Background: an optimization exercise with open tools, aiming at small area. Do not read the settings as production practice.
Function was checked by simulation only, so behaviour that the tests miss may differ from the original.
No driver is modelled on the clock port, so clocking that relies on it looks cheaper here than on a real chip.
Power figures rest on the tool's default switching activity, not on a simulated workload.

==> flow/design.v (excerpt) <==
module top_multi_sensor_lcd_uart (
    input  wire        clk,
    input  wire        reset,        
    output wire        I2C_SCLK,
    input  wire        i2c_sda_in,
    output wire        i2c_sda_out,
    output wire        i2c_sda_oe,
    output wire        rs,
    output wire        rw,
    output wire        enable,
    output wire [7:0]  data,
    output wire        uart_tx_pin
);
==> flow/config.mk <==
export PLATFORM = sky130hd
export DESIGN_NAME = top_multi_sensor_lcd_uart
export DESIGN_NICKNAME = top_multi_sensor_lcd_uart
export VERILOG_FILES = /design/flow/design.v
export SDC_FILE = /design/flow/constraint.sdc
export NUM_CORES = 4
export LEC_CHECK = 0
export CAP_MARGIN = 20
export CORE_MARGIN = 2
export CORE_UTILIZATION = 40
export CTS_BUF_LIST = sky130_fd_sc_hd__clkbuf_4 sky130_fd_sc_hd__clkbuf_8
export CTS_CLUSTER_DIAMETER = 60
export CTS_CLUSTER_SIZE = 20
export HOLD_SLACK_MARGIN = 0
export SLEW_MARGIN = 20
==> flow/constraint.sdc <==
create_clock -name core_clock -period 20.0 [get_ports {clk}]
set_input_delay 4.0000 -clock core_clock [delete_from_list [all_inputs] [get_ports {clk}]]
set_output_delay 4.0000 -clock core_clock [all_outputs]
set_load 0.01 [all_outputs]
standard.sh (not shown) runs the stock make flow with config.mk's settings and CLKGATE_MAP_FILE= SYNTH_SCRIPT=/design/flow/synth_recipe.tcl, a recipe that flattens the netlist after the stock synthesis.
==> flow/flow/run.sh <==
#!/bin/bash
# Own flow: the standard synthesis; then the combinational logic between
# the registers is mapped again by ABC with area-oriented scripts (every
# register instance keeps its name and cell type) and the smallest result is
# kept; then the standard layout steps from the synthesized netlist on,
# with the smallest buffer cell on the ports, a clock tree without dummy loads
# and clock leaf buffers downsized where the clock slew allows.
set -euo pipefail
W=$PWD
R=$W/orfs/results/$FLOW_PLATFORM/top_multi_sensor_lcd_uart/base
LIB=$FLOW_HOME/platforms/$FLOW_PLATFORM/lib/sky130_fd_sc_hd__tt_025C_1v80.lib
YOSYS=$FLOW_HOME/../tools/install/yosys/bin/yosys
[ -x "$YOSYS" ] || YOSYS=yosys

bash standard.sh synth > log_synth_standard.txt 2>&1
cp "$R/1_2_yosys.v" netlist_standard.v

python3 flow/split_lib.py "$LIB" lib_seq.lib lib_comb.lib > log_split_lib.txt 2>&1

resynth() {
  local v=$1
  cat > resynth_$v.ys <<YS
read_liberty -lib lib_seq.lib
read_liberty -ignore_miss_func lib_comb.lib
read_verilog netlist_standard.v
hierarchy -top $FLOW_TOP
flatten
opt -purge
abc -liberty $LIB -script $W/flow/abc_$v.script -dont_use sky130_fd_sc_hd__lpflow_* -dont_use sky130_fd_sc_hd__probe*
opt_clean -purge
splitnets
opt_clean -purge
hilomap -singleton -hicell sky130_fd_sc_hd__conb_1 HI -locell sky130_fd_sc_hd__conb_1 LO
insbuf -buf sky130_fd_sc_hd__buf_4 A X
opt_clean -purge
tee -o resynth_stat_$v.txt stat -liberty $LIB
write_verilog -noattr -noexpr -nohex -nodec netlist_resynth_$v.v
YS
  "$YOSYS" -q resynth_$v.ys > log_resynth_$v.txt 2>&1 || true
}

VARIANTS="base s1 s2 s3 s4 s5 s6 s7 s8 s9 s10 s11 s12"
for v in base s1 s2 s3 s4; do resynth $v & done; wait
for v in s5 s6 s7 s8; do resynth $v & done; wait
for v in s9 s10 s11 s12; do resynth $v & done; wait

best=""; best_area=""
for v in $VARIANTS; do
  [ -s netlist_resynth_$v.v ] || continue
  a=$(awk '/Chip area for module/ {print $NF}' resynth_stat_$v.txt 2>/dev/null || true)
  [ -n "$a" ] || continue
  if [ -z "$best" ] || awk -v x="$a" -v y="$best_area" 'BEGIN{exit !(x<y)}'; then best=$v; best_area=$a; fi
done
echo "resynthesis variant $best, area $best_area" > log_resynth_choice.txt
[ -n "$best" ]

cp netlist_resynth_$best.v "$R/1_2_yosys.v"
rm -f "$R/1_synth.odb" "$R/1_synth.sdc"
export BUFFER_PORTS_ARGS="-buffer_cell sky130_fd_sc_hd__buf_1"
export CTS_ARGS="-sink_clustering_enable -repair_clock_nets -sink_clustering_size 20 -sink_clustering_max_diameter 60 -buf_list {sky130_fd_sc_hd__clkbuf_4 sky130_fd_sc_hd__clkbuf_8} -dont_use_dummy_load"
export POST_CTS_TCL=$W/flow/downsize.tcl
bash standard.sh finish > log_finish.txt 2>&1
==> flow/flow/downsize.tcl <==
proc clk_pins_worst_slew { inst } {
  set w 0
  set onet [get_nets -of_objects [get_pins [get_full_name $inst]/X]]
  foreach p [get_pins -of_objects $onet -filter "direction == input"] {
    set s [get_property $p slew_max]
    if {$s > $w} { set w $s }
  }
  return $w
}
proc downsize_clock_leaves { from to limit } {
  estimate_parasitics -placement
  set n 0
  foreach inst [get_cells *] {
    if {[get_property $inst ref_name] != $from} continue
    set before [clk_pins_worst_slew $inst]
    replace_cell $inst $to
    estimate_parasitics -placement
    set after [clk_pins_worst_slew $inst]
    # the buffer feeding this one must stay fine too
    if {$after > $limit} {
      replace_cell $inst $from
      estimate_parasitics -placement
    } else {
      incr n
    }
  }
  puts "downsize_clock_leaves: $n buffers $from -> $to"
}

downsize_clock_leaves sky130_fd_sc_hd__clkbuf_8 sky130_fd_sc_hd__clkbuf_4 0.122
Other scripts of this flow, unchanged in this note and not shown: flow/flow/abc_base.script, flow/flow/abc_s1.script, flow/flow/abc_s10.script, flow/flow/abc_s11.script, flow/flow/abc_s12.script, flow/flow/abc_s2.script, flow/flow/abc_s3.script, flow/flow/abc_s4.script, flow/flow/abc_s5.script, flow/flow/abc_s6.script, flow/flow/abc_s7.script, flow/flow/abc_s8.script, flow/flow/abc_s9.script, flow/flow/split_lib.py
==> next run, changes <==
--- a/flow/flow/downsize.tcl
+++ b/flow/flow/downsize.tcl
@@ -28,3 +28,3 @@
 }
 
-downsize_clock_leaves sky130_fd_sc_hd__clkbuf_8 sky130_fd_sc_hd__clkbuf_4 0.122
+downsize_clock_leaves sky130_fd_sc_hd__clkbuf_8 sky130_fd_sc_hd__clkbuf_4 0.115
Outcome: Clock-buffer cell count does not change; worst setup slack gets worse by 12 ps; clock power rises by a few percent; global-route usage stays flat; worst hold slack gets better by 5.3 ps; design area is about the same.

[afterwards: timing with drivers on the ports]
Ports are ideal in the flow. The routed layouts listed here were re-timed in OpenROAD.
Step 1 (the two cells are an assumption about what drives the block):
set clk [get_ports {clk}]
set_driving_cell -lib_cell sky130_fd_sc_hd__clkbuf_16 $clk
set_driving_cell -lib_cell sky130_fd_sc_hd__buf_2 [delete_from_list [all_inputs] $clk]
Step 2 moves the port delays by t, midway between the first and last clock arrival at a register: inputs arrive t later, outputs are due t later. That takes back most of the time a late clock gives input paths.
a / b / c = ideal / step 1 / step 2; a / b = the first two.
| run | t, ns | slack for setup (ns) | hold WS [ns] | worst data-port slew with drivers (ns) |
|---|---|---|---|---|
| the first run | 0.467 | 12.811 / 12.771 / 13.237 | 0.362 / 0.362 / 0.362 | 0.03 |
| the second run | 0.475 | 12.799 / 12.758 / 13.233 | 0.367 / 0.367 / 0.367 | 0.03 |
After both steps every run listed still meets setup and hold.
